Background: an optimization exercise with open tools, aiming at small area. Do not read the settings as production practice.
The RTL was checked by simulation tests, not by an equivalence proof against the original design.
Power and IR drop assume default switching activity.

==> build 78 <==
## uart_secded_top
module uart_secded_top (
  input        clk,
  input        reset_n,              
  input        trans,
  input  [7:0] bus_data_in,
  output       tx,
  output [2:0] tx_status,            
  output       wait_request_write,
  input        rx,
  input        read_en,
  output [2:0] rx_status,            
  output       wait_request_read,
  output [9:0] rx_dout,              
  output       rx_valid              
);
export LEC_CHECK = 0
export CAP_MARGIN = 20
export CORE_MARGIN = 2
export CORE_UTILIZATION = 40
export SLEW_MARGIN = 20
create_clock -name core_clock -period 20.0 [get_ports {clk}]
run.sh (not shown) runs the stock make flow with config.mk's settings and CLKGATE_MAP_FILE= SYNTH_SCRIPT=/design/flow/synth_recipe.tcl, a recipe that flattens the netlist after the stock synthesis.
==> inputs of build 81, as changes to build 78 <==
--- a/flow/design.v
+++ b/flow/design.v
@@ -852,67 +852,68 @@
       wn <= take & hol;
       if (tick) twr <= trans & ~tx_full;
       if (take) hol <= ~hol;
     end
   always @(posedge clk)
     if (take) nib <= hol ? bus_data_in[7:4] : bus_data_in[3:0];
   assign wait_request_write = (trans & ~wn) | tx_full;
-  reg [3:0] tmem [0:15];
-  reg [3:0] twp, trp;
-  reg       tfull, tempty;
-  wire      twe = twr & (~tfull | tx_done);
+  reg [63:0] tr;
+  reg [3:0]  twp, trp;
+  reg        tfull, tempty;
+  wire       tpush = twr & (~tfull | tx_done);
+  wire       tpop  = tx_done & ~tempty;
+  wire       tins  = tpush & (twp == 4'd15);
   always @(posedge clk)
-    if (tick & twe) tmem[twp] <= nib;
+    tr <= {tr[59:0], tins ? nib : tr[63:60]};
   always @(posedge clk or negedge reset_n)
     if (!reset_n) begin
       twp <= 4'd0; trp <= 4'd0; tfull <= 1'b0; tempty <= 1'b1;
-    end else if (tick) begin
-      case ({twr, tx_done})
-        2'b01: if (~tempty) begin
-                 trp <= trp + 4'd1; tfull <= 1'b0;
-                 if (trp + 4'd1 == twp) tempty <= 1'b1;
-               end
-        2'b10: if (~tfull) begin
-                 twp <= twp + 4'd1; tempty <= 1'b0;
-                 if (twp + 4'd1 == trp) tfull <= 1'b1;
-               end
-        2'b11: begin
-                 twp <= twp + 4'd1;
-                 if (tempty) tempty <= 1'b0;
-                 else        trp <= trp + 4'd1;
-               end
-        default: ;
-      endcase
+    end else begin
+      twp <= twp + {2'd0, tick & tpush, ~(tick & tpush)};
+      trp <= trp + {2'd0, tick & tpop,  ~(tick & tpop)};
+      if (tick) begin
+        if (tpush & ~tpop) begin
+          tempty <= 1'b0;
+          tfull  <= (twp + 4'd1 == trp);
+        end
+        if (tpop & ~tpush) begin
+          tfull  <= 1'b0;
+          tempty <= (trp + 4'd1 == twp);
+        end
+      end
     end
   assign tx_full  = tfull;
   assign tx_empty = tempty;
   localparam [1:0] IDLE = 2'b00, START = 2'b01, DATA = 2'b10, STOP = 2'b11;
   reg [1:0] ts;
   reg [4:0] tsc;
   reg [3:0] tbc;
   reg       txr;
-  wire [3:0] hd = tmem[trp];
+  reg       txbit;
+  wire [3:0] hd = tr[63:60];
   wire [7:0] code = {hd[0] ^ hd[1] ^ hd[2], hd[3], hd[2], hd[1],
                      hd[1] ^ hd[2] ^ hd[3], hd[0],
                      hd[0] ^ hd[2] ^ hd[3], hd[0] ^ hd[1] ^ hd[3]};
   wire       tend = (ts == STOP) ? (tsc == 5'd31) : (tsc[3:0] == 4'd15);
   assign tx_done = (ts == STOP) & (tsc == 5'd31);
+  always @(posedge clk)
+    if ((ts == DATA) & (trp == 4'd15)) txbit <= code[tbc[2:0] - 3'd1];
   always @(posedge clk or negedge reset_n)
     if (!reset_n) begin
       ts <= IDLE; tsc <= 5'd0; tbc <= 4'd0; txr <= 1'b1;
     end else if (tick) begin
       case (ts)
         IDLE:  if (~tempty) ts <= START;
         START: begin
                  txr <= 1'b0;
                  if (tend) begin tsc <= 5'd0; tbc <= tbc + 4'd1; ts <= DATA; end
                  else tsc <= tsc + 5'd1;
                end
         DATA:  begin
-                 txr <= code[tbc[2:0] - 3'd1];
+                 txr <= txbit;
                  if (tend) begin
                    tsc <= 5'd0;
                    if (tbc == 4'd8) begin tbc <= 4'd0; ts <= STOP; end
                    else tbc <= tbc + 4'd1;
                  end else tsc <= tsc + 5'd1;
                end
         STOP:  begin
@@ -927,30 +928,32 @@
   reg [1:0] rs;
   reg [3:0] rsc;
   reg [3:0] rbc;
   reg [7:0] rsh;
   wire      rx_done = (rs == STOP) & (rsc == 4'd15);
   always @(posedge clk or negedge reset_n)
     if (!reset_n) begin
-      rs <= IDLE; rsc <= 4'd0; rbc <= 4'd0; rsh <= 8'd0;
+      rs <= IDLE; rsc <= 4'd0; rbc <= 4'd0;
     end else if (tick) begin
       case (rs)
         IDLE:  if (~rx) rs <= START;
         START: if (rx) begin rsc <= 4'd0; rs <= IDLE; end
                else if (rsc == 4'd7) begin rsc <= 4'd0; rs <= DATA; end
                else rsc <= rsc + 4'd1;
         DATA:  if (rsc == 4'd15) begin
                  rsc <= 4'd0;
                  if (rbc == 4'd8) begin rbc <= 4'd0; rs <= STOP; end
-                 else begin rbc <= rbc + 4'd1; rsh <= {rx, rsh[7:1]}; end
+                 else rbc <= rbc + 4'd1;
                end else rsc <= rsc + 4'd1;
         STOP:  if (rsc == 4'd15) begin rsc <= 4'd0; rs <= IDLE; end
                else rsc <= rsc + 4'd1;
       endcase
     end
+  always @(posedge clk)
+    if (tick & (rs == DATA) & (rsc == 4'd15) & (rbc != 4'd8)) rsh <= {rx, rsh[7:1]};
   wire s0 = rsh[0] ^ rsh[2] ^ rsh[4] ^ rsh[6];
   wire s1 = rsh[1] ^ rsh[2] ^ rsh[5] ^ rsh[6];
   wire s2 = rsh[3] ^ rsh[4] ^ rsh[5] ^ rsh[6];
   wire [2:0] syn = {s2, s1, s0};
   wire par = ^rsh;
   wire de  = (syn != 3'd0) & ~par;
   wire ec  = par;
@@ -979,37 +982,37 @@
     if (!reset_n) begin
       rlatch <= 1'b0; wreq <= 1'b0;
     end else begin
       rlatch <= ~tick & (read_en | rlatch);
       wreq   <= rlatch;
     end
   assign wait_request_read = read_en & wreq;
-  reg [9:0] omem [0:15];
-  reg [3:0] owp, orp;
-  reg       ofull, oempty;
-  wire      owe = join_ok & (~ofull | wreq);
+  reg [159:0] orr;
+  reg [3:0]   owp, orp;
+  reg         ofull, oempty, opend;
+  wire        opush = join_ok & (~ofull | wreq);
+  wire        opop  = wreq & ~oempty;
+  wire        oins  = (join_ok & ~ofull & (owp == 4'd15)) | (opend & (owp == 4'd0));
   always @(posedge clk)
-    if (tick & owe) omem[owp] <= wdata;
+    orr <= {orr[149:0], oins ? wdata : orr[159:150]};
   always @(posedge clk or negedge reset_n)
     if (!reset_n) begin
-      owp <= 4'd0; orp <= 4'd0; ofull <= 1'b0; oempty <= 1'b1;
-    end else if (tick) begin
-      case ({join_ok, wreq})
-        2'b01: if (~oempty) begin
-                 orp <= orp + 4'd1; ofull <= 1'b0;
-                 if (orp + 4'd1 == owp) oempty <= 1'b1;
-               end
-        2'b10: if (~ofull) begin
-                 owp <= owp + 4'd1; oempty <= 1'b0;
-                 if (owp + 4'd1 == orp) ofull <= 1'b1;
-               end
-        2'b11: begin
-                 owp <= owp + 4'd1;
-                 if (oempty) oempty <= 1'b0;
-                 else        orp <= orp + 4'd1;
-               end
-        default: ;
-      endcase
+      owp <= 4'd0; orp <= 4'd0; ofull <= 1'b0; oempty <= 1'b1; opend <= 1'b0;
+    end else begin
+      owp <= owp + {2'd0, tick & opush, ~(tick & opush)};
+      orp <= orp + {2'd0, tick & opop,  ~(tick & opop)};
+      if (tick & join_ok & ofull & wreq) opend <= 1'b1;
+      else if (owp == 4'd0)              opend <= 1'b0;
+      if (tick) begin
+        if (opush & ~opop) begin
+          oempty <= 1'b0;
+          ofull  <= (owp + 4'd1 == orp);
+        end
+        if (opop & ~opush) begin
+          ofull  <= 1'b0;
+          oempty <= (orp + 4'd1 == owp);
+        end
+      end
     end
-  assign rx_dout  = omem[orp];
+  assign rx_dout  = orr[orp * 10 +: 10];
   assign rx_valid = ~oempty;
 endmodule
Settings changed: CTS_BUF_LIST set to sky130_fd_sc_hd__clkbuf_4, CTS_CLUSTER_SIZE set to 30.
==> results.ini <==
[power_and_ir_drop]
power_leader = sequential cells
pwr-share-seq_pct = 53.3

[yosys]
synthTopCellsByCount = dfxtp_1, dfrtp_1, mux4_2
synth_most_common_cell = dfxtp_1
synthesis.area_mm2 = 0.0101
synth-edff-count = 19

[cells_and_area]
layoutNonFillerInstCount = 1195
final_core_util_pct = 46.9
clkbuf_count = 113
fill_cells = 2218

[run_status]
run_status = finished clean

[critical_path]
r2r_slack_ns = 17.35

[die]
coreArea_mm2 = 0.0250

[global_routing]
antenna_found_initial = 1

(the above is from build 81)
==> results.ini <==
[cells_and_area]
clkbuf_count = 42
fill_cells = 2632

[power_and_ir_drop]
pwr-share-seq_pct = 49.4
power_leader = the clock network

[global_routing]
antenna_found_initial = 0

[critical_path]
critical_path.endpoint = wait_request_write
r2r_slack_ns = 16.45

[yosys]
synth-edff-count = 234
synth_most_common_cell = edfxtp_1

[die]
coreArea_mm2 = 0.0316

[run_status]
run_status = finished clean

(the above is from build 78)

[what the ideal ports hide]
The flow's constraints put no driver on any port. The routed layouts listed below were extracted and timed again, unchanged, in two steps.
Step 1: set_driving_cell puts a clkbuf_16 on clk and a buf_2 on each other input, an assumption about the parent block.
Step 2 also shifts input and output timing later by t, the mid clock arrival at the registers, as if the neighbouring blocks saw the same clock.
Three values: ideal ports, drivers, drivers and shift; two values: the first two.
| run | shift t [ns] | setup slack, ns | clock arrival spread, ns | slew at the worst register clock pin (ns) | worst slew at a driven data input, ns |
|---|---|---|---|---|---|
| build 78 | 0.551 | 10.780 / 10.757 / 10.757 | 0.023 / 0.023 | 0.06 / 0.06 | 0.03 |
| build 81 | 0.676 | 10.876 / 10.852 / 10.852 | 0.050 / 0.050 | 0.07 / 0.07 | 0.03 |
After both steps every run listed still meets setup and hold. For build 81, which loses most, drivers alone change the setup slack by -0.024 ns; drivers and shift together by -0.024 ns.
